This design comes from an exercise in tuning for small area, a short achievable clock period and few clock cycles on the open sky130 flow, not from production work. Function was checked by simulation only, so behaviour that the tests miss may differ from the original. Power is estimated from default activity; no workload was simulated.

--- design.v ---
module cache_controller (
    input wire clk,
    input wire reset,
    input wire        cpu_re,
    input wire        cpu_we,
    input wire [15:0] cpu_addr,
    input wire [31:0] cpu_wdata,
    output wire [31:0] cpu_rdata,
    output reg         ready,
    output wire        mem_re,
    output wire        mem_we,
    output wire [13:0] mem_addr,
    output wire [31:0] mem_wdata,
    input  wire [31:0] mem_rdata
);
  localparam LINES = 64;
  function [6:0] inc7(input [6:0] a);
    integer n;
    reg carry;
    begin
      carry = 1'b1;
      for (n = 0; n < 7; n = n + 1) begin
        inc7[n] = a[n] ^ carry;
        carry = carry & a[n];
      end
    end
  endfunction
  function lt8(input [7:0] a, input [7:0] b);
    integer n;
    reg r;
    begin
      r = 1'b0;
      for (n = 0; n < 8; n = n + 1)
        r = (~a[n] & b[n]) | (~(a[n] ^ b[n]) & r);
      lt8 = r;
    end
  endfunction
  wire [3:0] s = cpu_addr[5:2];
  wire [9:0] t = cpu_addr[15:6];
  wire req = cpu_re | cpu_we;
  reg  [LINES-1:0] V;         
  reg  [LINES-1:0] H;         
  wire [LINES*10-1:0] tag_all;
  wire [LINES*7-1:0]  u_all;
  wire [LINES*32-1:0] data_all;
  reg        odd_v;
  reg  [5:0] odd_line;
  reg        fill_pend;
  reg  [5:0] fill_line;
  reg  [5:0] line_q;
  reg        rsel_mem;
  wire [15:0] dec = 16'd1 << s;
  wire [LINES-1:0] m;         
  reg  [27:0] su;
  reg  [3:0]  sv, sh;
  integer k;
  always @(*) begin
    su = 28'd0;
    sv = 4'd0;
    sh = 4'd0;
    for (k = 0; k < 16; k = k + 1) begin
      su = su | ({28{dec[k]}} & u_all[k*28 +: 28]);
      sv = sv | ({4{dec[k]}} & V[k*4 +: 4]);
      sh = sh | ({4{dec[k]}} & H[k*4 +: 4]);
    end
  end
  wire [3:0] hitw;
  wire [7:0] c [0:3];
  wire [6:0] cu [0:3];
  genvar j, q;
  generate
    for (q = 0; q < LINES; q = q + 1) begin : mt
      assign m[q] = V[q] && tag_all[q*10 +: 10] == t;
    end
    for (j = 0; j < 4; j = j + 1) begin : way
      wire [15:0] mw;
      for (q = 0; q < 16; q = q + 1) begin : st
        assign mw[q] = dec[q] & m[q*4+j];
      end
      assign hitw[j] = |mw;
      assign cu[j] = sh[j] ? su[j*7 +: 7] : 7'd0;
      assign c[j] = {cu[j], odd_v && odd_line == {s, j[1:0]}};
    end
  endgenerate
  wire hit = |hitw;
  wire miss = !hit;
  reg  [3:0]  ls;
  reg  [31:0] cmin_q;
  wire [15:0] ldec = 16'd1 << ls;
  reg  [27:0] lu;
  reg  [3:0]  lh;
  always @(*) begin
    lu = 28'd0;
    lh = 4'd0;
    for (k = 0; k < 16; k = k + 1) begin
      lu = lu | ({28{ldec[k]}} & u_all[k*28 +: 28]);
      lh = lh | ({4{ldec[k]}} & H[k*4 +: 4]);
    end
  end
  wire [7:0] lc [0:3];
  generate
    for (j = 0; j < 4; j = j + 1) begin : lway
      assign lc[j] = {lh[j] ? lu[j*7 +: 7] : 7'd0, odd_v && odd_line == {ls, j[1:0]}};
    end
  endgenerate
  wire lt10 = lt8(lc[1], lc[0]);
  wire lt20 = lt8(lc[2], lc[0]);
  wire lt30 = lt8(lc[3], lc[0]);
  wire lt21 = lt8(lc[2], lc[1]);
  wire lt31 = lt8(lc[3], lc[1]);
  wire lt32 = lt8(lc[3], lc[2]);
  wire [3:0] lmin;
  assign lmin[0] = !lt10 && !lt20 && !lt30;
  assign lmin[1] = lt10 && !lt21 && !lt31;
  assign lmin[2] = lt20 && lt21 && !lt32;
  assign lmin[3] = !lmin[0] && !lmin[1] && !lmin[2];
  wire [1:0] lmin_enc = {lmin[3] | lmin[2], lmin[3] | lmin[1]};
  wire [1:0] cq = cmin_q[s*2 +: 2];
  wire [1:0] cm_enc = (s == ls) ? lmin_enc : cq;
  wire [3:0] cmin = 4'd1 << cm_enc;
  always @(posedge clk) begin
    if (req) ls <= s;
    if (req && miss) cmin_q <= 32'd0;
    else cmin_q[ls*2 +: 2] <= lmin_enc;
  end
  wire [3:0] vict = !sv[0] ? 4'b0001 :
                    !sv[1] ? 4'b0010 :
                    !sv[2] ? 4'b0100 :
                    !sv[3] ? 4'b1000 : cmin;
  wire [3:0] wsel = hit ? hitw : vict;       
  wire [1:0] wenc = {wsel[3] | wsel[2], wsel[3] | wsel[1]};
  wire [5:0] line = {s, wenc};
  reg [6:0] u_new;
  reg       old0;
  always @(*) begin
    u_new = 7'd0;
    old0 = 1'b0;
    for (k = 0; k < 4; k = k + 1) begin
      if (wsel[k]) begin
        if (hit) u_new = u_new | inc7(cu[k]);
        else if (sv[k]) u_new = u_new | (c[k][0] ? inc7(cu[k]) : cu[k]);
        old0 = old0 | (sv[k] & c[k][0]);
      end
    end
  end
  wire data_wr = cpu_we;                      
  wire fill_do = fill_pend && !data_wr;
  wire [31:0] wbus = data_wr ? cpu_wdata : mem_rdata;
  wire [LINES-1:0] fdec = {{(LINES-1){1'b0}}, 1'b1} << fill_line;
  wire [LINES-1:0] sel;
  genvar i;
  generate
    for (i = 0; i < LINES; i = i + 1) begin : ln
      reg [9:0]  tg;
      reg [6:0]  u;
      reg [31:0] d;
      assign sel[i] = req && dec[i/4] && wsel[i%4];
      always @(posedge clk) begin
        if (sel[i] && miss) tg <= t;
        if (sel[i]) u <= u_new;
        if ((sel[i] && data_wr) || (fill_do && fdec[i])) d <= wbus;
      end
      assign tag_all[i*10 +: 10] = tg;
      assign u_all[i*7 +: 7] = u;
      assign data_all[i*32 +: 32] = d;
    end
  endgenerate
  always @(posedge clk or posedge reset) begin
    if (reset) V <= {LINES{1'b0}};
    else if (req && miss) V <= V | sel;
  end
  always @(posedge clk) begin
    if (req) H <= miss ? sel : (H | sel);
  end
  always @(posedge clk or posedge reset) begin
    if (reset) begin
      odd_v     <= 1'b0;
      fill_pend <= 1'b0;
      ready     <= 1'b0;
    end else begin
      ready <= req;
      if (req && miss) odd_v <= ~old0;
      if (cpu_re && miss) fill_pend <= 1'b1;
      else if (fill_do || (data_wr && line == fill_line)) fill_pend <= 1'b0;
    end
  end
  always @(posedge clk) begin
    if (req && miss) odd_line <= line;
    if (cpu_re && miss) fill_line <= line;
    line_q   <= line;
    rsel_mem <= cpu_re && miss;
  end
  wire [LINES-1:0] roh = {{(LINES-1){1'b0}}, 1'b1} << line_q;
  reg  [31:0] rd;
  always @(*) begin
    rd = 32'd0;
    for (k = 0; k < LINES; k = k + 1) rd = rd | ({32{roh[k]}} & data_all[k*32 +: 32]);
  end
  assign cpu_rdata = rsel_mem ? mem_rdata : rd;
  assign mem_re    = cpu_re && miss && !reset;
  assign mem_we    = cpu_we && !reset;
  assign mem_addr  = cpu_addr[15:2];
  assign mem_wdata = cpu_wdata;
endmodule
--- run.sh ---
#!/bin/bash
# synth_recipe.tcl (not shown) runs the flow's synth.tcl, then flattens the netlist and writes it again
# the make line also repeats each setting of config.mk as NAME=value (left out here)
make -C /OpenROAD-flow-scripts/flow DESIGN_CONFIG=/design/flow/config.mk WORK_HOME=/design/flow/orfs CLKGATE_MAP_FILE= SYNTH_SCRIPT=/design/flow/synth_recipe.tcl finish
--- config.mk ---
export PLATFORM = sky130hd
export DESIGN_NAME = cache_controller
export DESIGN_NICKNAME = cache_controller
export VERILOG_FILES = /design/flow/design.v
export SDC_FILE = /design/flow/constraint.sdc
export NUM_CORES = 4
export LEC_CHECK = 0
export CAP_MARGIN = 20
export CORE_MARGIN = 2
export CORE_UTILIZATION = 40
export PLACE_DENSITY = 0.6
export SETUP_SLACK_MARGIN = 4.0
export SLEW_MARGIN = 20
export TNS_END_PERCENT = 5
--- constraint.sdc ---
create_clock -name core_clock -period 10.0 [get_ports {clk}]
set_input_delay 2.0000 -clock core_clock [delete_from_list [all_inputs] [get_ports {clk}]]
set_output_delay 2.0000 -clock core_clock [all_outputs]
set_load 0.01 [all_outputs]
==> results of run 1 <==
-- Yosys cell counts (8+ instances only) --
master / number / area (um2)
a31oi_1: 38 / 237.7
buf_2: 45 / 225.2
mux4_2: 11 / 247.7
dfxtp_1: 39 / 780.8
edfxtp_1: 3216 / 96570
a22o_1: 323 / 2829
mux2i_1: 15 / 150.1
o21ai_0: 72 / 360.4
clkbuf_1: 313 / 1175
buf_1: 63 / 236.5
a22oi_1: 812 / 6096
a21oi_1: 95 / 475.5
nor2_1: 223 / 837.1
xnor2_1: 629 / 5509
a221oi_1: 333 / 2917
nand3_1: 157 / 785.8
nand2_1: 151 / 566.8
nand3b_1: 10 / 75.07
buf_4: 118 / 885.9
ha_1: 69 / 863.3
nand4_1: 369 / 2308
a21o_1: 72 / 540.5
inv_1: 59 / 221.5
nor4bb_1: 8 / 80.08
and3_1: 41 / 256.5
nor2b_1: 17 / 106.4
nor3_1: 143 / 715.7
mux2_2: 74 / 833.3
a221o_1: 10 / 100.1
o22ai_1: 65 / 406.6
o21bai_1: 15 / 112.6
nand2b_1: 13 / 81.33
nor4_1: 61 / 381.6
a222oi_1: 32 / 320.3
xor2_1: 30 / 262.8
or2_2: 48 / 300.3
dfrtp_1: 67 / 1677
-- power breakdown --
group / leakage [nW] / switching, W / internal (W)
clock: 5.29 / 0.00546 / 0.00720
sequential: 30.5 / 0.000192 / 0.0157
combinational: 16.1 / 0.00211 / 0.00113
total: 51.9 / 0.00776 / 0.0240
-- worst max path at each step --
stage	startpoint	end	slack (ns)	cells after the start
after floorplan	cpu_addr[5]	mem_re	3.69	14
after global placement	cpu_addr[5]	ln[19].d[29]	1.32	12
after detailed placement	cpu_addr[5]	ln[31].d[15]	1.21	12
after CTS	cpu_addr[15]	mem_re	3.57	11
after global routing	line_q[2]	cpu_rdata[31]	3.59	11
final	cpu_addr[15]	mem_re	3.54	12
-- metrics by stage --
stage	instance area, um2	setup slack, ns	cells	hold slack [ns]
2_1_floorplan	132200	3.691	7988	0.4334
3_5_place_dp	142000	1.206	12380	0.4554
3_3_place_gp	141800	1.321	12375	0.4469
5_1_grt	161100	3.587	13413	0.4831
4_1_cts	159200	3.565	13316	0.4657
6_report	161200	3.544	13431	0.4666
-- cell families after synthesis --
kind of cell	Yosys count	synth area share
flip-flops	3322	0.7520
AO/OA/AOI/OAI	1940	0.1142
AND/OR/NAND/NOR	1298	0.05305
XOR/XNOR	659	0.04383
buffers and inverters	600	0.02101
multiplexers	100	0.009349
adder cells (fa/ha/maj)	69	0.006556
-- worst reg2reg max path: stages (launching register included) --
cell and delay (ns):
edfxtp_1 0.48, buf_6 0.17, ha_4 0.20, and2_4 0.25
buf_4 0.25, a22o_1 0.27, a221oi_2 0.18, nand4_1 0.18
buf_12 0.19, o21ai_1 0.39, ha_1 0.25, inv_1 0.04
nor3_1 0.31, o41a_1 0.22, nor4_4 0.06, buf_4 0.16
buf_4 0.16, o31ai_4 0.24, a21boi_2 0.12, o41a_4 0.38
buf_6 0.14, nand2b_4 0.20, buf_6 0.21, o22ai_4 0.19
buf_12 0.19, buf_6 0.42
-- registers in the layout, indices dropped and copies added, names as in the netlist, 4 cells and up --
register   count
cmin_q        32
ln.d        2048
line_q         6
ln.tg        640
V             64
fill_line      6
odd_line       6
ls             4
ln.u         448
H             64
-- layer usage --
layer	vias to the layer above	track usage	part of all wire
met5	-	0.003545	0.00069
li1	34382	-	-
met4	25	0.1919	0.080
met1	45914	0.4022	0.34
met3	2311	0.09814	0.16
met2	8614	0.4608	0.43
-- repair_timing --
item,4_1_cts,5_1_grt
pin swaps,125,106
endpoints found under the setup margin,3763,2923
resized for setup,545,227
setup buffers,255,81
cloned,56,11
-- area by class of cell --
type / count / area, um2 / share of cell area
Multi-Input combinational cell: 4067 / 33440 / 0.2075
Sequential cell: 3322 / 99060 / 0.6145
Clock buffer: 443 / 9251 / 0.05740
Inverter: 59 / 224.0 / 0.001389
Clock inverter: 182 / 1658 / 0.01029
Timing Repair Buffer: 992 / 12070 / 0.07487
Tap cell: 4346 / 5438 / 0.03374
Antenna cell: 20 / 50.05 / 0.0003105
==> summary.txt, run 1 <==
GRT
  • GR Overflow Total: 0
  • All-Layer GR Usage: 0.3125
  • First-pass GRT wire length: ~700000 um
  • Largest net degree at the start of global routing: 85
  • Vias in the first global route: 85438
  • Initial antenna violation count: 22

STA
  • Max Freq: approximately 150 MHz
  • Setup TNS: 0 ns
  • RSZ-0062 raised after global routing: yes
  • Final Slew Violations: 0
  • Final critical-path required period: 6.456 ns
  • Worst-margin pin slew: about 1.2 ns
  • Final hold vios: 0
  • Fin crit share: 0.6456
  • Worst Skew: 0.1065 ns
  • Slew headroom: 0.1837
  • Final setup vio count: 0

Power and ir drop
  • Post-layout power: approximately 0.032 W
  • VDD IR max: between 100 and 150 uV
  • Leak: about 52 nW
  • PwrDens: 197.0 nW/um2

Clock network
  • Reg clk slew, reported paths: approximately 0.06 ns
  • Clk latency of the worst-skew pair: roughly 1.0 ns
  • H-Tree Depth: 5
  • CTS Root Cell: clkbuf_16
  • CTS buffer count: 343
  • CTS max path bufs: 4
  • Clock sinks: 3322
  • Post-CTS Hold Buffers: 0
  • CTS tree: yes

Drt
  • Via count: 91246
  • Initial DRC Count: 16907
  • Vias per inst: 6.794
  • Remaining antenna violation count: 0
  • Routed WL: 539200 um
  • Pre-antenna DRT Iters: 9
  • Drt wl/cell: 40.15 um
  • DRC: 0

Cells and area
  • Commonest non-fill, non-tap cell in the layout: edfxtp_1
  • Nets: around 8900
  • Layout cell share with drive strength beyond 1: 0.2084
  • Area Overhead vs Synth: 22.40%
  • Core Util, Final: 0.4923
  • Most frequent cells in the layout: edfxtp_1, a22oi_1, xnor2_1, buf_4, nand4_1
  • Fill count: about 27000

Setup path
  • Max incr delay on CP: 0.39 ns
  • CP max stage cell: nor4_2
  • Crit Reg-Reg Endpoint: ln[47].d[3]
  • Critical Path Start Type: input port
  • CP Cell Sequence: buf_16, buf_12, buf_6, xnor2_2, nand4_1, nor3_2, nor4_2, nand2_2, nor3_4, nand2_4, nor3_4, buf_2
  • Crit Path Max Fanout: 8
  • CP Capture Type: output port
  • Worst path arrival time: between 4 and 5 ns
  • Crit path max-delay family: simple AND/OR/NAND/NOR gates
  • Critical path class: input port to output port
  • Origin of the critical flop-to-flop path: ls[0]
  • Worst R2R Setup Slack: 3.81 ns
  • Reg2reg path depth: 25
  • CP required: about 8.0 ns
  • CP bufs+invs: 4
  • Critical path's most frequent cell: nor3_4

Logic synthesis
  • Avg Cell Area, Syn: roughly 16 um2
  • Net Count, Synth: a little over 8000
  • Ys async rst share: 0.02017
  • Cell Area, Synth: about 130000 um2
  • Ys Warns: 1
  • Synth unique cells: 82
  • EDFF count, synth: between 3000 and 4000
  • Synth Register Bits: 3322
  • Mapped Cells: around 8000
  • Ys flop type: edfxtp_1
  • Post-synthesis sequential area ratio: 0.7520

Place
  • Count of input and output buffers: between 150 and 200
  • Post-DP HPWL: between 200000 and 300000 um
  • GPL Wtd Cong: approximately 0.9

Floorplan
  • Vert. Die Dim: 577.8 um
  • IO Pins: roughly 170
  • Core area: approximately 330000 um2
  • Die area: roughly 330000 um2
  • Cell row count: 210
  • Die width: 577.8 um
  • Initial Util: 0.4022

Worst hold path
  • Worst Min Path Start: cmin_q[8]
  • Hold Path Class: flip-flop to flip-flop
  • Hold EP: cmin_q[8]
  • Hold Path Depth: 2

Run
  • Max Cap Viol: 0

Status
  • Status: finished clean
Testbench counts, summed over its fixed seeds: cycles 32,000.
==> run 2: changes to the inputs <==
--- a/design.v
+++ b/design.v
@@ -85,43 +85,15 @@
   wire hit = |hitw;
   wire miss = !hit;
-  reg  [3:0]  ls;
-  reg  [31:0] cmin_q;
-  wire [15:0] ldec = 16'd1 << ls;
-  reg  [27:0] lu;
-  reg  [3:0]  lh;
-  always @(*) begin
-    lu = 28'd0;
-    lh = 4'd0;
-    for (k = 0; k < 16; k = k + 1) begin
-      lu = lu | ({28{ldec[k]}} & u_all[k*28 +: 28]);
-      lh = lh | ({4{ldec[k]}} & H[k*4 +: 4]);
-    end
-  end
-  wire [7:0] lc [0:3];
-  generate
-    for (j = 0; j < 4; j = j + 1) begin : lway
-      assign lc[j] = {lh[j] ? lu[j*7 +: 7] : 7'd0, odd_v && odd_line == {ls, j[1:0]}};
-    end
-  endgenerate
-  wire lt10 = lt8(lc[1], lc[0]);
-  wire lt20 = lt8(lc[2], lc[0]);
-  wire lt30 = lt8(lc[3], lc[0]);
-  wire lt21 = lt8(lc[2], lc[1]);
-  wire lt31 = lt8(lc[3], lc[1]);
-  wire lt32 = lt8(lc[3], lc[2]);
-  wire [3:0] lmin;
-  assign lmin[0] = !lt10 && !lt20 && !lt30;
-  assign lmin[1] = lt10 && !lt21 && !lt31;
-  assign lmin[2] = lt20 && lt21 && !lt32;
-  assign lmin[3] = !lmin[0] && !lmin[1] && !lmin[2];
-  wire [1:0] lmin_enc = {lmin[3] | lmin[2], lmin[3] | lmin[1]};
-  wire [1:0] cq = cmin_q[s*2 +: 2];
-  wire [1:0] cm_enc = (s == ls) ? lmin_enc : cq;
-  wire [3:0] cmin = 4'd1 << cm_enc;
-  always @(posedge clk) begin
-    if (req) ls <= s;
-    if (req && miss) cmin_q <= 32'd0;
-    else cmin_q[ls*2 +: 2] <= lmin_enc;
-  end
+  wire lt10 = lt8(c[1], c[0]);
+  wire lt20 = lt8(c[2], c[0]);
+  wire lt30 = lt8(c[3], c[0]);
+  wire lt21 = lt8(c[2], c[1]);
+  wire lt31 = lt8(c[3], c[1]);
+  wire lt32 = lt8(c[3], c[2]);
+  wire [3:0] cmin;
+  assign cmin[0] = !lt10 && !lt20 && !lt30;
+  assign cmin[1] = lt10 && !lt21 && !lt31;
+  assign cmin[2] = lt20 && lt21 && !lt32;
+  assign cmin[3] = !cmin[0] && !cmin[1] && !cmin[2];
   wire [3:0] vict = !sv[0] ? 4'b0001 :
                     !sv[1] ? 4'b0010 :
==> run 2 against run 1 <==
Effect of this change: highest routed layer unchanged; utilization rose by 0.66 points; clock skew grew 0.0095 ns; synthesized area is 3.2% lower; final area shrank 1.7%; clock power hardly changed; wire length down 4.8%; fmax is 0.30% higher; worst setup slack better by 0.019 ns; count of clock-buffer cells in the layout fell by 18; sequential power is essentially flat; non-clock buffer count grew 56; synthesized cell count decreased by 7.2%.
==> summary.txt, run 2 <==
Logic synthesis
  • Net Count, Synth: 7556 (-7.2%)
  • Largest area contributor in the netlist: edfxtp_1
  • Ys Warns: 1 (unchanged)
  • Cell Area, Synth: 127500 um2 (-3.2%)
  • Top-area cell type share of the netlist area: 0.7564 (+0.02304)
  • EDFF count, synth: 3212 (-0.12%)
  • Avg Cell Area, Syn: 17.21 um2 (+4.4%)
  • Post-synthesis sequential area ratio: 0.7706 (+0.01863)
  • Mapped Cells: 7410 (-7.2%)
  • Ys async rst share: 0.02039 (+0.0002210)
  • Ranking of synthesized cells by area: edfxtp_1, xnor2_1, a22oi_1, a22o_1, a221oi_1
  • Synth Register Bits: 3286 (-1.1%)
  • Top-count cell post-synth: edfxtp_1
  • Synth cell count leaders: edfxtp_1, xnor2_1, a22oi_1, nand4_1, a22o_1
  • Ys flop type: edfxtp_1
  • Synth unique cells: 92 (+12%)

Place
  • Placed Area: 138200 um2 (-2.7%)
  • Post-DP HPWL: 260300 um (-3.5%)
  • Count of input and output buffers: 162 (unchanged)
  • GPL Wtd Cong: 0.8650 (-4.4%)
  • Pre-CTS WS: 0.9851 ns (-0.2209 ns)

Cells and area
  • Area of the multi-input gates: 30340 um2 (-9.3%)
  • Most frequent cells in the layout: edfxtp_1, xnor2_1, a22oi_1, buf_4, nand4_1
  • Nets: 8493 (-5.0%)
  • Leading registers by flop count: ln.d (2048), ln.tg (640), ln.u (448)
  • Max reg flops: 2048 (unchanged)
  • Fill count: 25569 (-4.9%)
  • Layout cell share with drive strength beyond 1: 0.2203 (+0.01187)
  • FF/Latch Area: 98290 um2 (-0.77%)
  • Area Overhead vs Synth: 24.24%
  • Commonest non-fill, non-tap cell in the layout: edfxtp_1
  • Design area: 158400 um2 (-1.7%)
  • Largest register by flop count: ln.d

Power and ir drop
  • VDD IR max: 141.4 uV (-2.6%)
  • Leak: 51.27 nW (-1.3%)
  • Post-layout power: 0.03104 W (-2.2%)
  • PwrDens: 195.9 nW/um2 (-0.54%)

STA
  • Worst Skew: 0.1160 ns (+0.009547 ns)
  • Final hold vios: 0 (unchanged)
  • Setup TNS: 0 ns (unchanged)
  • Slew headroom: 0.1782 (-0.005458)
  • Final hold slack: 0.4806 ns (+0.01399 ns)
  • Fin crit share: 0.6436 (-0.001943)
  • Max Freq: 155.4 MHz (+0.30%)
  • Worst setup margin: 3.564 ns (+0.01943 ns)
  • Final critical-path required period: 6.436 ns (-0.01943 ns)
  • RSZ-0062 raised after global routing: yes
  • Final Slew Violations: 0 (unchanged)
  • Final setup vio count: 0 (unchanged)
  • Worst-margin pin slew: 1.230 ns (+0.008168 ns)

Setup path
  • CP Cell Sequence: nand2b_4, buf_12, nor2_4, buf_12, a22oi_1, o2111ai_1, or4_4, nor4_4, a21oi_1, dlygate4sd2_1
  • CP required: 8.00 ns (about the same)
  • Max incr delay on CP: 0.71 ns (+0.32 ns)
  • CP Capture Type: output port
  • Crit path max-delay family: simple AND/OR/NAND/NOR gates
  • Worst path arrival time: 4.44 ns (-0.02 ns)
  • CP bufs+invs: 3 (-1)
  • Critical path class: flip-flop to output port
  • Critical path's most frequent cell: buf_12
  • Critical Path Start Type: flip-flop
  • Crit Path Max Fanout: 26 (+18)
  • CP max stage cell: nor4_4

Drt
  • Remaining antenna violation count: 0 (unchanged)
  • Vias per inst: 6.652 (-2.1%)
  • Drt wl/cell: 40.02 um (-0.30%)
  • Via count: 85321 (-6.5%)
  • Initial DRC Count: 16479 (-2.5%)
  • Pre-antenna DRT Iters: 9 (unchanged)
  • DRC: 0 (unchanged)
  • Routed WL: 513400 um (-4.8%)

Clock network
  • CTS Root Cell: clkbuf_16
  • Reg clk slew, reported paths: 0.06 ns (about the same)
  • CTS tree: yes
  • H-Tree Depth: 5 (unchanged)
  • CTS max path bufs: 4 (unchanged)
  • Clock sinks: 3286 (-1.1%)
  • CTS buffer count: 340 (-0.87%)
  • Clk latency of the worst-skew pair: 1.00 ns (about the same)

Floorplan
  • Core area: 317500 um2 (-3.0%)
  • Cell row count: 207 (-1.4%)
  • Initial Util: 0.4016 (-0.0006468)
  • Die width: 568.6 um (-1.6%)
  • Die area: 323300 um2 (-3.1%)
  • Vert. Die Dim: 568.6 um (-1.6%)
  • IO Pins: 165 (unchanged)

Status
  • Status: finished clean

GRT
  • First-pass GRT wire length: 678000 um (-5.5%)
  • All-Layer GR Usage: 0.3051 (-0.007385)
  • GR Overflow Total: 0 (unchanged)
  • Vias in the first global route: 79380 (-7.1%)
  • Initial antenna violation count: 17 (-23%)
  • Largest net degree at the start of global routing: 65 (-24%)

Worst hold path
  • Hold Path Class: flip-flop to flip-flop

Run
  • Max Cap Viol: 0 (unchanged)
==> run 2: cell count changes after synthesis, moves of 21 or more <==
cell,before,now
nor2_1,223,152
dfxtp_1,39,7
buf_4,118,92
or2_2,48,11
a22o_1,323,364
or2_1,7,57
a22oi_1,812,597
nor3_2,0,21
buf_6,2,37
clkbuf_1,313,214
a21oi_1,95,65
o22ai_1,65,21
nand3_1,157,121
mux2_2,74,8
==> run 2: worst paths after layout <==
check	depth (start not counted)	slack, ns	endpoint	from
max	10	3.56	cpu_rdata[23]	line_q[5]
min	1	0.48	V[2]	V[2]
max reg2reg	19	4.86	ln[49].d[3]	H[57]
min reg2reg	1	0.48	V[2]	V[2]
max in group asynchronous	3	7.11	V[59]	reset
min in group asynchronous	2	1.59	odd_v	reset
==> run 2: final cells by class <==
class | count | share of cell area
Sequential cell | 3286 | 0.6204
Multi-Input combinational cell | 3608 | 0.1915
Timing Repair Buffer | 1048 | 0.08460
Clock buffer | 425 | 0.05696
Tap cell | 4180 | 0.03301
Clock inverter | 192 | 0.01162
Inverter | 63 | 0.001532
Antenna cell | 25 | 0.0003949
==> run 2: cells by family after synthesis <==
kind of cell,share of synthesized area
compound gates,0.1014
buf+inv,0.02115
flops,0.7706
simple gates,0.05469
mux,0.001501
xor+xnor,0.04458
fa+ha+maj,0.006083
==> run 2: power breakdown <==
group	internal [W]	total, W	switching [W]	leakage [nW]
registers	0.0155	0.0157	0.000180	30.2
clock network	0.00712	0.0125	0.00543	5.30
logic	0.000977	0.00282	0.00184	15.7
total	0.0236	0.0310	0.00745	51.3
==> run 2: metal layers <==
layer / routed length [um] / GRT usage / part of all wire
met5: 89 / 0 / 0.00017
met4: 35830 / 0.1718 / 0.070
met3: 79450 / 0.1005 / 0.15
met2: 222000 / 0.4525 / 0.43
met1: 176100 / 0.3937 / 0.34
==> run 2: worst register-to-register path: cells and delay by family (launching register included) <==
| kind | cells | cell delay (ns) |
|---|---|---|
| AND/OR/NAND/NOR | 5 | 1.66 |
| AO/OA/AOI/OAI | 8 | 1.47 |
| buffers and inverters | 5 | 1.03 |
| flip-flops | 1 | 0.40 |
| adder cells (fa/ha/maj) | 1 | 0.29 |
==> run 2: timing repair <==
item	in CTS	in global routing
setup buffers	311	42
resized for setup	665	146
gates cloned	59	24
hold buffers	0	0
pin swaps	163	48
hold endpoints to repair	0	0
endpoints found under the setup margin	3759	3548
==> run 2: stage by stage <==
stage	util	instances
2_1_floorplan	-	7410
3_3_place_gp	0.4349	11746
3_5_place_dp	0.4352	11748
4_1_cts	0.4938	12735
5_1_grt	0.4988	12803
6_report	0.4990	12827
Testbench counts of run 2, summed over its fixed seeds: cycles 32,000.
==> run 3: changes to the inputs <==
--- a/config.mk
+++ b/config.mk
@@ -9,4 +9,7 @@
 export CORE_MARGIN = 2
 export CORE_UTILIZATION = 40
+export CTS_BUF_LIST = sky130_fd_sc_hd__clkbuf_16
+export CTS_CLUSTER_DIAMETER = 60
+export CTS_CLUSTER_SIZE = 20
 export PLACE_DENSITY = 0.6
 export SETUP_SLACK_MARGIN = 4.0
==> run 3 against run 2 <==
Effect of this change: still clean; synthesized cell count unchanged; fmax down 2.3%; utilization down 1.1 points; clock skew up 0.035 ns.
==> summary.txt, run 3 <==
Status
  • Status: finished clean

Clock network
  • CTS buffer count: 231 (-32%)
  • Clock sinks: 3286 (unchanged)
  • H-Tree Depth: 4 (-1)
  • Clk latency of the worst-skew pair: 1.02 ns (+0.02 ns)
  • CTS tree: yes
  • Post-CTS Hold Buffers: 0 (unchanged)
  • CTS Root Cell: clkbuf_16
  • Reg clk slew, reported paths: 0.08 ns (+0.02 ns)
  • CTS max path bufs: 4 (unchanged)

Logic synthesis
  • Net Count, Synth: 7556 (unchanged)
  • Top-count cell post-synth: edfxtp_1
  • Ys Warns: 1 (unchanged)
  • Cell Area, Synth: 127500 um2 (unchanged)
  • XOR/XNOR Fraction of Synth Area: 0.04458 (unchanged)
  • Synth cell count leaders: edfxtp_1, xnor2_1, a22oi_1, nand4_1, a22o_1
  • Ys async rst share: 0.02039 (unchanged)
  • Top-area cell type share of the netlist area: 0.7564 (unchanged)
  • Mapped Cells: 7410 (unchanged)
  • Simple logic cell fraction of the synthesized area: 0.05469 (unchanged)
  • Combinational family with the most area after synthesis: compound AO/OA/AOI/OAI gates
  • Largest area contributor in the netlist: edfxtp_1
  • EDFF count, synth: 3212 (unchanged)
  • Compound-Gate Fraction of Synth Area: 0.1014 (unchanged)
  • Synthesized-area fraction occupied by adder cells: 0.006083 (unchanged)
  • Synth Register Bits: 3286 (unchanged)
  • Avg Cell Area, Syn: 17.21 um2 (unchanged)
  • Ys flop type: edfxtp_1
  • Ranking of synthesized cells by area: edfxtp_1, xnor2_1, a22oi_1, a22o_1, a221oi_1
  • Synth unique cells: 92 (unchanged)
  • Post-synthesis sequential area ratio: 0.7706 (unchanged)
  • Mux share of post-synthesis cell area: 0.001501 (unchanged)

Floorplan
  • Core area: 317500 um2 (unchanged)
  • Initial Util: 0.4016 (unchanged)
  • Die area: 323300 um2 (unchanged)
  • Die width: 568.6 um (unchanged)
  • Cell row count: 207 (unchanged)
  • Vert. Die Dim: 568.6 um (unchanged)
  • IO Pins: 165 (unchanged)

Setup path
  • Worst R2R Setup Slack: 4.82 ns (-0.04 ns)
  • Critical Path Stages: 10 (unchanged)
  • CP max stage cell: nor4_4
  • CP bufs+invs: 2 (-1)
  • CP required: 8.00 ns (about the same)
  • CP Cell Sequence: nor2_1, nand3_2, nor2_4, buf_6, a22o_1, a221oi_1, nand4_1, nor4_4, a21oi_1, clkdlybuf4s50_1
  • Crit Reg-Reg Endpoint: ln[17].d[18]
  • Crit path max-delay family: simple AND/OR/NAND/NOR gates
  • Reg2reg path depth: 21 (+2)
  • Worst path arrival time: 4.59 ns (+0.15 ns)
  • Critical path class: flip-flop to output port
  • Worst setup path end: cpu_rdata[0]
  • Origin of the critical flop-to-flop path: H[57]
  • Max incr delay on CP: 0.59 ns (-0.12 ns)
  • Critical Path Start Type: flip-flop
  • CP Capture Type: output port
  • CP Launch Point: line_q[3]
  • Crit Path Max Fanout: 22 (-15%)

Cells and area
  • Nets: 8356 (-1.6%)
  • Layout cell share with drive strength beyond 1: 0.2103 (-0.009907)
  • Most frequent cells in the layout: edfxtp_1, xnor2_1, a22oi_1, buf_4, nand4_1
  • Largest register by flop count: ln.d
  • Commonest non-fill, non-tap cell in the layout: edfxtp_1
  • Max reg flops: 2048 (unchanged)
  • Area Overhead vs Synth: 21.40%
  • Leading registers by flop count: ln.d (2048), ln.tg (640), ln.u (448)

Drt
  • Drt wl/cell: 40.75 um (+1.8%)
  • DRC: 0 (unchanged)
  • Remaining antenna violation count: 0 (unchanged)
  • Vias per inst: 6.715 (+0.96%)
  • Routed WL: 512900 um (about the same)
  • Via count: 84526 (-0.93%)
  • Initial DRC Count: 16459 (-0.12%)
  • Pre-antenna DRT Iters: 8 (-1)

STA
  • Max Freq: 151.7 MHz (-2.3%)
  • Final critical-path required period: 6.590 ns (+0.1535 ns)
  • Setup TNS: 0 ns (unchanged)
  • Final setup vio count: 0 (unchanged)
  • Worst Skew: 0.1510 ns (+0.03502 ns)
  • Final hold slack: 0.4787 ns (-0.001902 ns)
  • Fin crit share: 0.6590 (+0.01535)
  • RSZ-0062 raised after global routing: yes
  • Worst-margin pin slew: 1.220 ns (-0.009577 ns)
  • Slew headroom: 0.1846 (+0.006400)
  • Final Slew Violations: 0 (unchanged)
  • Final hold vios: 0 (unchanged)

Run
  • Max Cap Viol: 0 (unchanged)

Worst hold path
  • Hold Path Depth: 1 (unchanged)
  • Hold Path Class: flip-flop to flip-flop
  • Worst Min Path Start: V[37]

GRT
  • First-pass GRT wire length: 670700 um (-1.1%)
  • GR Overflow Total: 0 (unchanged)
  • Initial antenna violation count: 33 (+16)
  • Vias in the first global route: 77413 (-2.5%)
  • All-Layer GR Usage: 0.3022 (-0.002855)
  • Largest net degree at the start of global routing: 65 (unchanged)

Power and ir drop
  • Leak: 49.56 nW (-3.3%)
  • VDD IR max: 183.0 uV (+29%)
  • PwrDens: 182.7 nW/um2 (-6.7%)
  • Post-layout power: 0.02828 W (-8.9%)

Place
  • Post-DP HPWL: 260300 um (unchanged)
  • Count of input and output buffers: 162 (unchanged)
  • GPL Wtd Cong: 0.8650 (unchanged)
[run 3: power by group]
group	total (W)	switching (W)	leakage [nW]	internal [W]
clock	0.00983	0.00513	3.73	0.00470
combinational	0.00281	0.00184	15.6	0.000969
sequential	0.0156	0.000181	30.2	0.0155
[run 3: repair_timing]
action / 4_1_cts / 5_1_grt
setup endpoints to repair: 3753 / 3440
gates cloned: 53 / 33
gates resized for setup: 546 / 192
buffers inserted: 214 / 108
hold endpoints to repair: 0 / 0
pin swaps: 122 / 78
[run 3: per-stage QoR]
| stage | worst slack [ns] | area, um2 | util | std cells |
|---|---|---|---|---|
| final | 3.410 | 154800 | 0.4876 | 12587 |
| after global routing | 3.504 | 154700 | 0.4873 | 12556 |
| after detailed placement | 0.9851 | 138200 | 0.4352 | 11748 |
| after global placement | 0.9581 | 138100 | 0.4349 | 11746 |
| after CTS | 3.675 | 152000 | 0.4786 | 12410 |
| after floorplan | 2.660 | 128100 | - | 7410 |
[run 3: worst min-delay path by stage]
stage | to | slack, ns
floorplan | V[0] | 0.43
global placement | V[43] | 0.45
detailed placement | V[43] | 0.45
CTS | V[37] | 0.47
global route | V[37] | 0.50
finish | V[37] | 0.48
[run 3: logic make-up after synthesis]
| group | Yosys count |
|---|---|
| flip-flops | 3286 |
| XOR/XNOR | 649 |
| multiplexers | 18 |
| AO/OA/AOI/OAI | 1638 |
| buffers and inverters | 525 |
| AND/OR/NAND/NOR | 1232 |
| adder cells (fa/ha/maj) | 62 |
[run 3: cell type report]
class | instances | area, um2
well taps | 4180 | 5230
clock inverters | 162 | 1682
fillers | 25919 | 162700
multi-input cells | 3608 | 30340
clock buffers | 233 | 5831
flip-flops and latches | 3286 | 98300
inverters | 63 | 242.7
diodes | 35 | 87.58
repair buffers | 1020 | 13100
[run 3: layer usage]
layer,part of all wire,track usage
met5,0.00056,0
met2,0.43,0.4488
met4,0.071,0.1639
met1,0.34,0.3936
met3,0.16,0.09721
==> run 4: changes to the inputs <==
--- a/config.mk
+++ b/config.mk
@@ -11,5 +11,5 @@
 export CTS_BUF_LIST = sky130_fd_sc_hd__clkbuf_16
 export CTS_CLUSTER_DIAMETER = 60
-export CTS_CLUSTER_SIZE = 20
+export CTS_CLUSTER_SIZE = 24
 export PLACE_DENSITY = 0.6
 export SETUP_SLACK_MARGIN = 4.0
==> run 4 against run 3 <==
Effect of this change: synthesized area unchanged; final area increased by 0.94%; die area unchanged; fmax increased by 1.2%; wire length increased by 1.1%; still clean; global-route usage increased by 0.33 points; combinational power increased by 1%; sequential power about the same; highest routed layer unchanged; count of clock-buffer cells in the layout decreased by 9.
==> summary.txt, run 4 <==
Drt
  • Routed WL: 518400 um (+1.1%)
  • DRC: 0 (unchanged)
  • Pre-antenna DRT Iters: 6 (-2)
  • Via count: 84728 (+0.24%)
  • Vias per inst: 6.709 (about the same)
  • Drt wl/cell: 41.05 um (+0.75%)
  • Initial DRC Count: 16430 (-0.18%)
  • Remaining antenna violation count: 0 (unchanged)

STA
  • Final Slew Violations: 0 (unchanged)
  • Max Freq: 153.5 MHz (+1.2%)
  • RSZ-0062 raised after global routing: yes
  • Worst-margin pin slew: 1.276 ns (+0.05605 ns)
  • Setup TNS: 0 ns (unchanged)
  • Slew headroom: 0.1472 (-0.03745)
  • Fin crit share: 0.6513 (-0.007696)
  • Final hold slack: 0.4833 ns (+0.004578 ns)
  • Final hold vios: 0 (unchanged)
  • Final setup vio count: 0 (unchanged)
  • Worst Skew: 0.1492 ns (-0.001777 ns)
  • Final critical-path required period: 6.513 ns (-0.07696 ns)

Setup path
  • CP max stage cell: clkdlybuf4s50_1
  • Critical path class: flip-flop to output port
  • CP Cell Sequence: nor2b_2, nand3_2, nor2_4, buf_4, buf_4, a22oi_1, nand3_1, nor2_1, nand4_1, nor4_4, a21oi_1, clkdlybuf4s50_1
  • Crit Path Max Fanout: 11 (-50%)
  • CP Capture Type: output port
  • Crit Reg-Reg Endpoint: ln[51].d[9]
  • Crit path max-delay family: simple AND/OR/NAND/NOR gates
  • Worst path arrival time: 4.51 ns (-0.08 ns)
  • Critical path's most frequent cell: buf_4
  • Reg2reg path depth: 22 (+4.8%)
  • Critical Path Start Type: flip-flop
  • CP bufs+invs: 3 (+1)
  • Origin of the critical flop-to-flop path: H[4]
  • Max incr delay on CP: 0.55 ns (-0.04 ns)
  • Worst R2R Setup Slack: 4.86 ns (+0.04 ns)
  • CP required: 8.00 ns (about the same)

Power and ir drop
  • Leak: 50.21 nW (+1.3%)
  • Clock power share: 0.356 (+0.008)
  • Logic pwr share: 0.099 (about the same)
  • Post-layout power: 0.02872 W (+1.6%)
  • Switching share of power: 0.2556 (+0.002926)
  • VDD IR max: 203.8 uV (+11%)
  • PwrDens: 183.8 nW/um2 (+0.61%)
  • Pint: 0.02138 W (+1.2%)
  • NetSw: 0.007341 W (+2.7%)
  • Reg power frac: 0.545 (-0.008)

Logic synthesis
  • Synth unique cells: 92 (unchanged)
  • Top-area cell type share of the netlist area: 0.7564 (unchanged)
  • Cell Area, Synth: 127500 um2 (unchanged)
  • Net Count, Synth: 7556 (unchanged)
  • Post-synthesis sequential area ratio: 0.7706 (unchanged)
  • Top-count cell post-synth: edfxtp_1
  • Synth Register Bits: 3286 (unchanged)
  • Ys async rst share: 0.02039 (unchanged)
  • Ranking of synthesized cells by area: edfxtp_1, xnor2_1, a22oi_1, a22o_1, a221oi_1
  • Avg Cell Area, Syn: 17.21 um2 (unchanged)
  • Largest area contributor in the netlist: edfxtp_1
  • Ys Warns: 1 (unchanged)
  • Synth cell count leaders: edfxtp_1, xnor2_1, a22oi_1, nand4_1, a22o_1
  • Ys flop type: edfxtp_1
  • EDFF count, synth: 3212 (unchanged)
  • Mapped Cells: 7410 (unchanged)

Floorplan
  • Vert. Die Dim: 568.6 um (unchanged)
  • Initial Util: 0.4016 (unchanged)
  • Die width: 568.6 um (unchanged)
  • IO Pins: 165 (unchanged)
  • Die area: 323300 um2 (unchanged)
  • Core area: 317500 um2 (unchanged)
  • Cell row count: 207 (unchanged)

Clock network
  • CTS buffer count: 222 (-3.9%)
  • Clock sinks: 3286 (unchanged)
  • H-Tree Depth: 4 (unchanged)
  • CTS tree: yes
  • Post-CTS Hold Buffers: 0 (unchanged)
  • Reg clk slew, reported paths: 0.09 ns (about the same)
  • CTS Root Cell: clkbuf_16
  • Clk latency of the worst-skew pair: 1.03 ns (about the same)
  • CTS max path bufs: 4 (unchanged)

GRT
  • All-Layer GR Usage: 0.3055 (+0.003301)
  • Met2 global-route usage: 0.4541 (+0.005222)
  • Largest net degree at the start of global routing: 65 (unchanged)
  • Vias in the first global route: 77925 (+0.66%)
  • GR Overflow Total: 0 (unchanged)
  • GR Layer Usage met1: 0.3948 (+0.001206)
  • Initial antenna violation count: 23 (-30%)
  • GR Util met3: 0.09905 (+0.001841)
  • GR peak layer: met2
  • First-pass GRT wire length: 677000 um (+0.94%)

Run
  • Max Cap Viol: 0 (unchanged)

Cells and area
  • Commonest non-fill, non-tap cell in the layout: edfxtp_1
  • Design area: 156300 um2 (+0.94%)
  • Fill count: 25716 (-0.78%)
  • FF/Latch Area: 98290 um2 (about the same)
  • Area of the multi-input gates: 30580 um2 (+0.79%)
  • Nets: 8398 (+0.50%)
  • Leading registers by flop count: ln.d (2048), ln.tg (640), ln.u (448)
  • Most frequent cells in the layout: edfxtp_1, xnor2_1, a22oi_1, buf_4, nand4_1
  • Largest register by flop count: ln.d
  • Max reg flops: 2048 (unchanged)
  • Area Overhead vs Synth: 22.54%
  • Layout Cells excl Fill: 12629 (+0.33%)
  • Layout cell share with drive strength beyond 1: 0.2222 (+0.01185)

Place
  • GPL Wtd Cong: 0.8650 (unchanged)
  • Count of input and output buffers: 162 (unchanged)
  • Placed Area: 138200 um2 (unchanged)
  • Dpl cells: 11748 (unchanged)
  • Post-DP HPWL: 260300 um (unchanged)

Status
  • Status: finished clean

Worst hold path
  • Worst Min Path Start: V[2]
  • Hold EP: V[2]
  • Hold Path Class: flip-flop to flip-flop
  • Hold Path Depth: 1 (unchanged)
[run 4: cell counts after synthesis]
Identical to the previous run, type by type.
[run 4: cell type report]
class / instances / area share
antenna: 15 / 0.0002402
clock inverter: 182 / 0.01500
inverter: 63 / 0.001537
sequential: 3286 / 0.6290
timing repair buffer: 1071 / 0.08916
clock buffer: 224 / 0.03587
tap: 4180 / 0.03347
multi-input combinational: 3608 / 0.1957
[run 4: worst max-delay path by stage]
stage,startpoint,slack (ns),cells past startpoint,end
after floorplan,cpu_addr[4],2.66,19,ln[0].u[0]
after global placement,cpu_addr[5],0.96,18,ln[2].u[6]
after detailed placement,cpu_addr[2],0.99,22,ln[2].u[6]
after CTS,cpu_addr[6],3.74,11,mem_re
after global routing,line_q[0],3.56,11,cpu_rdata[2]
final,line_q[3],3.49,12,cpu_rdata[15]
[run 4: repair_timing]
item / in CTS / in global routing
pin swaps: 167 / 71
gates cloned: 67 / 32
setup buffers: 292 / 67
gates resized for setup: 683 / 189
endpoints found under the setup margin: 3753 / 3395
[run 4: layer usage]
metal / vias up / wire [um]
li1: 32005 / -
met1: 43101 / 175700
met2: 7769 / 222200
met3: 1835 / 81390
met4: 18 / 38920
met5: - / 211
[run 4: power by group through the flow]
stage                     combinational [W]  clock [W]  sequential [W]
after floorplan                     0.00116          0          0.0159
after global placement              0.00217          0          0.0159
after detailed placement            0.00221          0          0.0159
after CTS                           0.00264     0.0102          0.0156
after global routing                0.00290     0.0107          0.0157
final                               0.00285     0.0102          0.0156
[run 4: kinds of logic after synthesis]
kind of cell             synth area share
XOR/XNOR                          0.04458
flip-flops                         0.7706
adder cells (fa/ha/maj)          0.006083
AND/OR/NAND/NOR                   0.05469
multiplexers                     0.001501
buffers and inverters             0.02115
AO/OA/AOI/OAI                      0.1014
[run 4: worst reg2reg max path, cell delays in order, from the launching register on]
cell and delay [ns]:
edfxtp_1 0.52, a22o_1 0.26, nand2_1 0.30, and3_1 0.28
nand3_4 0.16, buf_4 0.20, o21a_4 0.14, ha_1 0.29
o21a_1 0.13, nor2_2 0.05, nor3_1 0.24, o2bb2ai_2 0.16
buf_4 0.15, buf_12 0.10, nor2_4 0.04, a21oi_2 0.25
a31oi_4 0.12, buf_6 0.16, buf_12 0.15, buf_4 0.14
nor2_4 0.35, a22o_4 0.36, buf_4 0.27
[run 4: stage by stage]
step / utilization / worst slack (ns)
6_report: 0.4921 / 3.487
5_1_grt: 0.4920 / 3.559
4_1_cts: 0.4854 / 3.743
3_5_place_dp: 0.4352 / 0.9851
3_3_place_gp: 0.4349 / 0.9581
2_1_floorplan: - / 2.660
==> run 5: changes to the inputs <==
--- a/design.v
+++ b/design.v
@@ -48,21 +48,12 @@
   reg        fill_pend;
   reg  [5:0] fill_line;
-  reg  [5:0] line_q;
-  reg        rsel_mem;
+  reg  [31:0] rdata_q;
+  reg         rsel_mem;
   wire [15:0] dec = 16'd1 << s;
-  wire [LINES-1:0] m;         
-  reg  [27:0] su;
-  reg  [3:0]  sv, sh;
+  wire [LINES-1:0] m;
   integer k;
-  always @(*) begin
-    su = 28'd0;
-    sv = 4'd0;
-    sh = 4'd0;
-    for (k = 0; k < 16; k = k + 1) begin
-      su = su | ({28{dec[k]}} & u_all[k*28 +: 28]);
-      sv = sv | ({4{dec[k]}} & V[k*4 +: 4]);
-      sh = sh | ({4{dec[k]}} & H[k*4 +: 4]);
-    end
-  end
+  wire [27:0] su = u_all[s*28 +: 28];
+  wire [3:0]  sv = V[s*4 +: 4];
+  wire [3:0]  sh = H[s*4 +: 4];
   wire [3:0] hitw;
   wire [7:0] c [0:3];
@@ -71,10 +62,11 @@
   generate
     for (q = 0; q < LINES; q = q + 1) begin : mt
-      assign m[q] = V[q] && tag_all[q*10 +: 10] == t;
+      wire [3:0] sq = q / 4;
+      assign m[q] = &{V[q], ~(tag_all[q*10 +: 10] ^ t), ~(s ^ sq)};
     end
     for (j = 0; j < 4; j = j + 1) begin : way
       wire [15:0] mw;
       for (q = 0; q < 16; q = q + 1) begin : st
-        assign mw[q] = dec[q] & m[q*4+j];
+        assign mw[q] = m[q*4+j];
       end
       assign hitw[j] = |mw;
@@ -85,15 +77,43 @@
   wire hit = |hitw;
   wire miss = !hit;
-  wire lt10 = lt8(c[1], c[0]);
-  wire lt20 = lt8(c[2], c[0]);
-  wire lt30 = lt8(c[3], c[0]);
-  wire lt21 = lt8(c[2], c[1]);
-  wire lt31 = lt8(c[3], c[1]);
-  wire lt32 = lt8(c[3], c[2]);
-  wire [3:0] cmin;
-  assign cmin[0] = !lt10 && !lt20 && !lt30;
-  assign cmin[1] = lt10 && !lt21 && !lt31;
-  assign cmin[2] = lt20 && lt21 && !lt32;
-  assign cmin[3] = !cmin[0] && !cmin[1] && !cmin[2];
+  reg  [3:0]  ls;
+  reg  [31:0] cmin_q;
+  wire [15:0] ldec = 16'd1 << ls;
+  reg  [27:0] lu;
+  reg  [3:0]  lh;
+  always @(*) begin
+    lu = 28'd0;
+    lh = 4'd0;
+    for (k = 0; k < 16; k = k + 1) begin
+      lu = lu | ({28{ldec[k]}} & u_all[k*28 +: 28]);
+      lh = lh | ({4{ldec[k]}} & H[k*4 +: 4]);
+    end
+  end
+  wire [7:0] lc [0:3];
+  generate
+    for (j = 0; j < 4; j = j + 1) begin : lway
+      assign lc[j] = {lh[j] ? lu[j*7 +: 7] : 7'd0, odd_v && odd_line == {ls, j[1:0]}};
+    end
+  endgenerate
+  wire lt10 = lt8(lc[1], lc[0]);
+  wire lt20 = lt8(lc[2], lc[0]);
+  wire lt30 = lt8(lc[3], lc[0]);
+  wire lt21 = lt8(lc[2], lc[1]);
+  wire lt31 = lt8(lc[3], lc[1]);
+  wire lt32 = lt8(lc[3], lc[2]);
+  wire [3:0] lmin;
+  assign lmin[0] = !lt10 && !lt20 && !lt30;
+  assign lmin[1] = lt10 && !lt21 && !lt31;
+  assign lmin[2] = lt20 && lt21 && !lt32;
+  assign lmin[3] = !lmin[0] && !lmin[1] && !lmin[2];
+  wire [1:0] lmin_enc = {lmin[3] | lmin[2], lmin[3] | lmin[1]};
+  wire [1:0] cq = cmin_q[s*2 +: 2];
+  wire [1:0] cm_enc = (s == ls) ? lmin_enc : cq;
+  wire [3:0] cmin = 4'd1 << cm_enc;
+  always @(posedge clk) begin
+    if (req) ls <= s;
+    if (req && miss) cmin_q <= 32'd0;
+    else cmin_q[ls*2 +: 2] <= lmin_enc;
+  end
   wire [3:0] vict = !sv[0] ? 4'b0001 :
                     !sv[1] ? 4'b0010 :
@@ -120,4 +140,15 @@
   wire [31:0] wbus = data_wr ? cpu_wdata : mem_rdata;
   wire [LINES-1:0] fdec = {{(LINES-1){1'b0}}, 1'b1} << fill_line;
+  reg  [31:0] rd_arr;
+  reg         fwd;
+  always @(*) begin
+    rd_arr = 32'd0;
+    fwd = 1'b0;
+    for (k = 0; k < LINES; k = k + 1) begin
+      rd_arr = rd_arr | ({32{dec[k/4] & hitw[k%4]}} & data_all[k*32 +: 32]);
+      fwd = fwd | (dec[k/4] & hitw[k%4] & fdec[k]);
+    end
+  end
+  wire [31:0] rd = (fwd && fill_pend) ? mem_rdata : rd_arr;
   wire [LINES-1:0] sel;
   genvar i;
@@ -160,14 +191,8 @@
     if (req && miss) odd_line <= line;
     if (cpu_re && miss) fill_line <= line;
-    line_q   <= line;
+    rdata_q  <= rd;
     rsel_mem <= cpu_re && miss;
   end
-  wire [LINES-1:0] roh = {{(LINES-1){1'b0}}, 1'b1} << line_q;
-  reg  [31:0] rd;
-  always @(*) begin
-    rd = 32'd0;
-    for (k = 0; k < LINES; k = k + 1) rd = rd | ({32{roh[k]}} & data_all[k*32 +: 32]);
-  end
-  assign cpu_rdata = rsel_mem ? mem_rdata : rd;
+  assign cpu_rdata = rsel_mem ? mem_rdata : rdata_q;
   assign mem_re    = cpu_re && miss && !reset;
   assign mem_we    = cpu_we && !reset;
--- a/config.mk
+++ b/config.mk
@@ -11,5 +11,5 @@
 export CTS_BUF_LIST = sky130_fd_sc_hd__clkbuf_16
 export CTS_CLUSTER_DIAMETER = 60
-export CTS_CLUSTER_SIZE = 24
+export CTS_CLUSTER_SIZE = 20
 export PLACE_DENSITY = 0.6
 export SETUP_SLACK_MARGIN = 4.0
==> run 5 against run 4 <==
Effect of this change: the layout now fails its checks (capacitance limit, slew limit); synthesized area rose by 7.0%; final area rose by 3.9%; critical endpoint is now mem_re; highest routed layer unchanged; sequential power rose by 4%; combinational power rose by 9.1%; largest power group unchanged; first-iteration DRC count rose by 11%; critical path type is now input port to output port; fmax rose by 2.0%.
==> summary.txt, run 5 <==
Status
  • Status: finished with violations
  • SO Viols: capacitance limit, slew limit

Cells and area
  • Design area: 162400 um2 (+3.9%)
  • Leading registers by flop count: ln.d (2048), ln.tg (640), ln.u (448)
  • Most frequent cells in the layout: edfxtp_1, xnor2_1, buf_4, a22oi_1, nand4_1
  • Commonest non-fill, non-tap cell in the layout: edfxtp_1
  • Largest register by flop count: ln.d
  • Max reg flops: 2048 (unchanged)
  • Nets: 8968 (+6.8%)
  • Layout cell share with drive strength beyond 1: 0.2092 (-0.01296)
  • Area Overhead vs Synth: 19.00%

Logic synthesis
  • Cell Area, Synth: 136400 um2 (+7.0%)
  • Ys Warns: 1 (unchanged)
  • EDFF count, synth: 3216 (+0.12%)
  • Top-area cell type share of the netlist area: 0.7078 (-0.04858)
  • Largest area contributor in the netlist: edfxtp_1
  • Avg Cell Area, Syn: 16.74 um2 (-2.7%)
  • Net Count, Synth: 8304 (+9.9%)
  • Ys flop type: edfxtp_1
  • Synth Register Bits: 3348 (+1.9%)
  • Mapped Cells: 8151 (+10%)
  • Synth cell count leaders: edfxtp_1, xnor2_1, a22oi_1, a22o_1, nand4_1
  • Top-count cell post-synth: edfxtp_1
  • Synth unique cells: 91 (-1.1%)
  • Post-synthesis sequential area ratio: 0.7296 (-0.04100)
  • Ys async rst share: 0.02001 (-0.0003776)
  • Ranking of synthesized cells by area: edfxtp_1, xnor2_1, mux4_2, a22o_1, a221oi_1

Place
  • Placed Area: 146100 um2 (+5.8%)
  • Count of input and output buffers: 162 (unchanged)
  • GPL Wtd Cong: 0.9315 (+7.7%)
  • Post-DP HPWL: 294100 um (+13%)

STA
  • Max Freq: 156.5 MHz (+2.0%)
  • Final critical-path required period: 6.388 ns (-0.1248 ns)
  • Worst Skew: 0.1108 ns (-0.03846 ns)
  • Setup TNS: 0 ns (unchanged)
  • Final hold slack: 0.4779 ns (-0.005335 ns)
  • Final setup vio count: 0 (unchanged)
  • Slew headroom: -0.05732 (-0.2045)
  • Fin crit share: 0.6388 (-0.01248)
  • Final Slew Violations: 12 (+12)
  • Worst-margin pin slew: 1.585 ns (+0.3089 ns)
  • RSZ-0062 raised after global routing: yes
  • Final hold vios: 0 (unchanged)

GRT
  • Met2 global-route usage: 0.4698 (+0.01572)
  • All-Layer GR Usage: 0.3152 (+0.009639)
  • Vias in the first global route: 85843 (+10%)
  • GR peak layer: met2
  • GR Overflow Total: 0 (unchanged)
  • Largest net degree at the start of global routing: 82 (+26%)
  • First-pass GRT wire length: 749000 um (+11%)
  • GR Layer Usage met1: 0.4094 (+0.01454)
  • GR Util met3: 0.08852 (-0.01053)
  • Initial antenna violation count: 43 (+87%)

Setup path
  • Crit path max-delay family: simple AND/OR/NAND/NOR gates
  • CP bufs+invs: 2 (-1)
  • CP Capture Type: output port
  • Critical path class: input port to output port
  • Critical Path Start Type: input port
  • Worst path arrival time: 4.39 ns (-0.12 ns)
  • CP Cell Sequence: clkbuf_16, and4b_4, nand2_2, nor4_4, nor4_4, and4_4, nand2_4, nor2_4, nand2_4, nor2_4, buf_6
  • CP required: 8.00 ns (about the same)
  • Max incr delay on CP: 0.71 ns (+0.16 ns)
  • CP max stage cell: nor4_4
  • Crit Path Max Fanout: 15 (+4)

Power and ir drop
  • Leak: 53.01 nW (+5.6%)
  • PwrDens: 187.0 nW/um2 (+1.8%)
  • VDD IR max: 157.3 uV (-23%)

Clock network
  • CTS buffer count: 263 (+18%)
  • CTS tree: yes
  • Clk latency of the worst-skew pair: 1.02 ns (about the same)
  • Reg clk slew, reported paths: 0.07 ns (-0.02 ns)
  • CTS Root Cell: clkbuf_16
  • CTS max path bufs: 4 (unchanged)
  • H-Tree Depth: 5 (+1)
  • Clock sinks: 3348 (+1.9%)

Drt
  • Drt wl/cell: 42.30 um (+3.0%)
  • Via count: 93610 (+10%)
  • Routed WL: 574500 um (+11%)
  • Initial DRC Count: 18283 (+11%)
  • Pre-antenna DRT Iters: 7 (+1)
  • DRC: 0 (unchanged)
  • Remaining antenna violation count: 0 (unchanged)
  • Vias per inst: 6.892 (+2.7%)

Floorplan
  • Die width: 588.0 um (+3.4%)
  • Cell row count: 214 (+3.4%)
  • Die area: 345800 um2 (+6.9%)
  • IO Pins: 165 (unchanged)
  • Core area: 339500 um2 (+6.9%)
  • Initial Util: 0.4019 (about the same)
  • Vert. Die Dim: 588.0 um (+3.4%)

Worst hold path
  • Hold Path Class: flip-flop to flip-flop

Run
  • Max Cap Viol: 1 (+1)
## run 5: changes by cell type after synthesis, moves of 34 or more
cell / change
nand3_1: +46
clkbuf_1: +70
a221oi_1: +44
nor3_1: -54
mux4_2: +170
a22o_1: +58
nand2_1: +182
a22oi_1: -163
nor4_1: +52
or2_1: -40
nand4_1: +34
dfxtp_1: +58
mux2_2: +138
## run 5: area by class of cell
class | count | area, um2
Timing Repair Buffer | 907 | 11280
Multi-Input combinational cell | 4241 | 36730
Tap cell | 4536 | 5675
Clock inverter | 191 | 2117
Inverter | 54 | 219.0
Clock buffer | 268 | 6706
Fill cell | 28285 | 177100
Antenna cell | 37 | 92.59
Sequential cell | 3348 | 99550
## run 5: through the flow
step / total power [W] / setup slack (ns) / instances / utilization
after global routing: 0.03095 / 3.614 / 13552 / 0.4780
final: 0.03037 / 3.612 / 13582 / 0.4782
after global placement: 0.01888 / 1.844 / 12737 / 0.4304
after detailed placement: 0.01895 / 1.815 / 12737 / 0.4304
after CTS: 0.03003 / 3.571 / 13438 / 0.4711
after floorplan: 0.01786 / 3.712 / 8151 / -
## run 5: final timing paths
kind / from / end / slack (ns) / cells past startpoint
min reg2reg: V[38] / V[38] / 0.48 / 1
max reg2reg: ls[3] / ln[13].d[21] / 3.68 / 24
min: V[38] / V[38] / 0.48 / 1
min in group asynchronous: reset / ready / 1.66 / 2
max: cpu_addr[3] / mem_re / 3.61 / 11
max in group asynchronous: reset / V[40] / 7.12 / 3
## run 5: power by group
group          total, W  switching [W]  internal (W)
combinational   0.00311        0.00204       0.00108
clock            0.0111        0.00560       0.00546
sequential       0.0162       0.000260        0.0159
## run 5: layer usage
metal	up-vias	wire length (um)	part of all wire
li1	34859	-	-
met1	47739	194600	0.34
met2	8859	245300	0.43
met3	2127	87650	0.15
met4	26	46320	0.081
met5	-	665	0.0012
## run 5: worst register-to-register path, cell delays in order, from the launching register on
cell,delay [ns]
edfxtp_1,0.50
buf_4,0.19
buf_12,0.12
and3_4,0.15
buf_12,0.14
a22o_1,0.19
a221o_1,0.26
a221oi_2,0.20
nand4_1,0.13
buf_6,0.17
o31a_1,0.22
ha_2,0.25
or4_4,0.48
a21oi_2,0.15
o21ai_1,0.09
o21ai_1,0.22
nor3b_4,0.46
o31a_1,0.27
a211o_1,0.18
and2_4,0.24
buf_4,0.23
nand2_1,0.20
inv_6,0.27
a22o_4,0.32
buf_16,0.30
## run 5: repair_timing
item / 4_1_cts / 5_1_grt
resized for setup: 344 / 191
gates cloned: 54 / 25
hold buffers: 0 / 0
setup buffers: 188 / 77
endpoints found under the setup margin: 3760 / 3365
pin swaps: 65 / 56
## run 5: cells by family (layout without fill, tap and decap cells)
| family | Yosys count | count (layout) | share of synthesized area |
|---|---|---|---|
| compound gates | 1618 | 1630 | 0.09578 |
| xor+xnor | 656 | 656 | 0.04211 |
| fa+ha+maj | 69 | 69 | 0.006328 |
| buf+inv | 575 | 1420 | 0.02012 |
| flops | 3348 | 3348 | 0.7296 |
| mux | 382 | 382 | 0.04523 |
| other cells | 0 | 37 | 0 |
| simple gates | 1503 | 1504 | 0.06081 |
Testbench counts of run 5, summed over its fixed seeds: cycles 32,000.

==> re-timing with driven ports <==
The flow's constraints put no driver on any port. The routed layouts listed below were extracted and timed again, unchanged, in two steps.
Step 1 assumes that a clkbuf_16 drives the clock port and a buf_2 every other input.
Step 2, shift: input delay + t, output delay - t, t = (earliest + latest rising clock arrival at the registers) / 2. This alone moves slack from input paths to output paths.
Three values: ideal ports, drivers, drivers and shift; two values: the first two.
run | shift t [ns] | setup WS [ns] | hold WS [ns] | worst register clock-pin slew, ns | worst slew at a driven data input, ns
run 1 | 1.068 | 3.544 / 3.188 / 2.599 | 0.467 / 0.467 / 0.467 | 0.08 / 0.08 | 0.56
run 2 | 1.032 | 3.564 / 3.336 / 2.304 | 0.481 / 0.481 / 0.481 | 0.07 / 0.07 | 0.35
run 3 | 1.046 | 3.410 / 3.259 / 2.291 | 0.479 / 0.479 / 0.479 | 0.09 / 0.09 | 0.38
run 4 | 1.042 | 3.487 / 3.325 / 2.426 | 0.483 / 0.483 / 0.483 | 0.10 / 0.10 | 0.35
run 5 | 1.059 | 3.612 / 3.379 / 2.639 | 0.478 / 0.478 / 0.478 | 0.09 / 0.09 | 0.33
For run 2, which loses most, drivers alone change the setup slack by -0.228 ns; drivers and shift together by -1.260 ns.
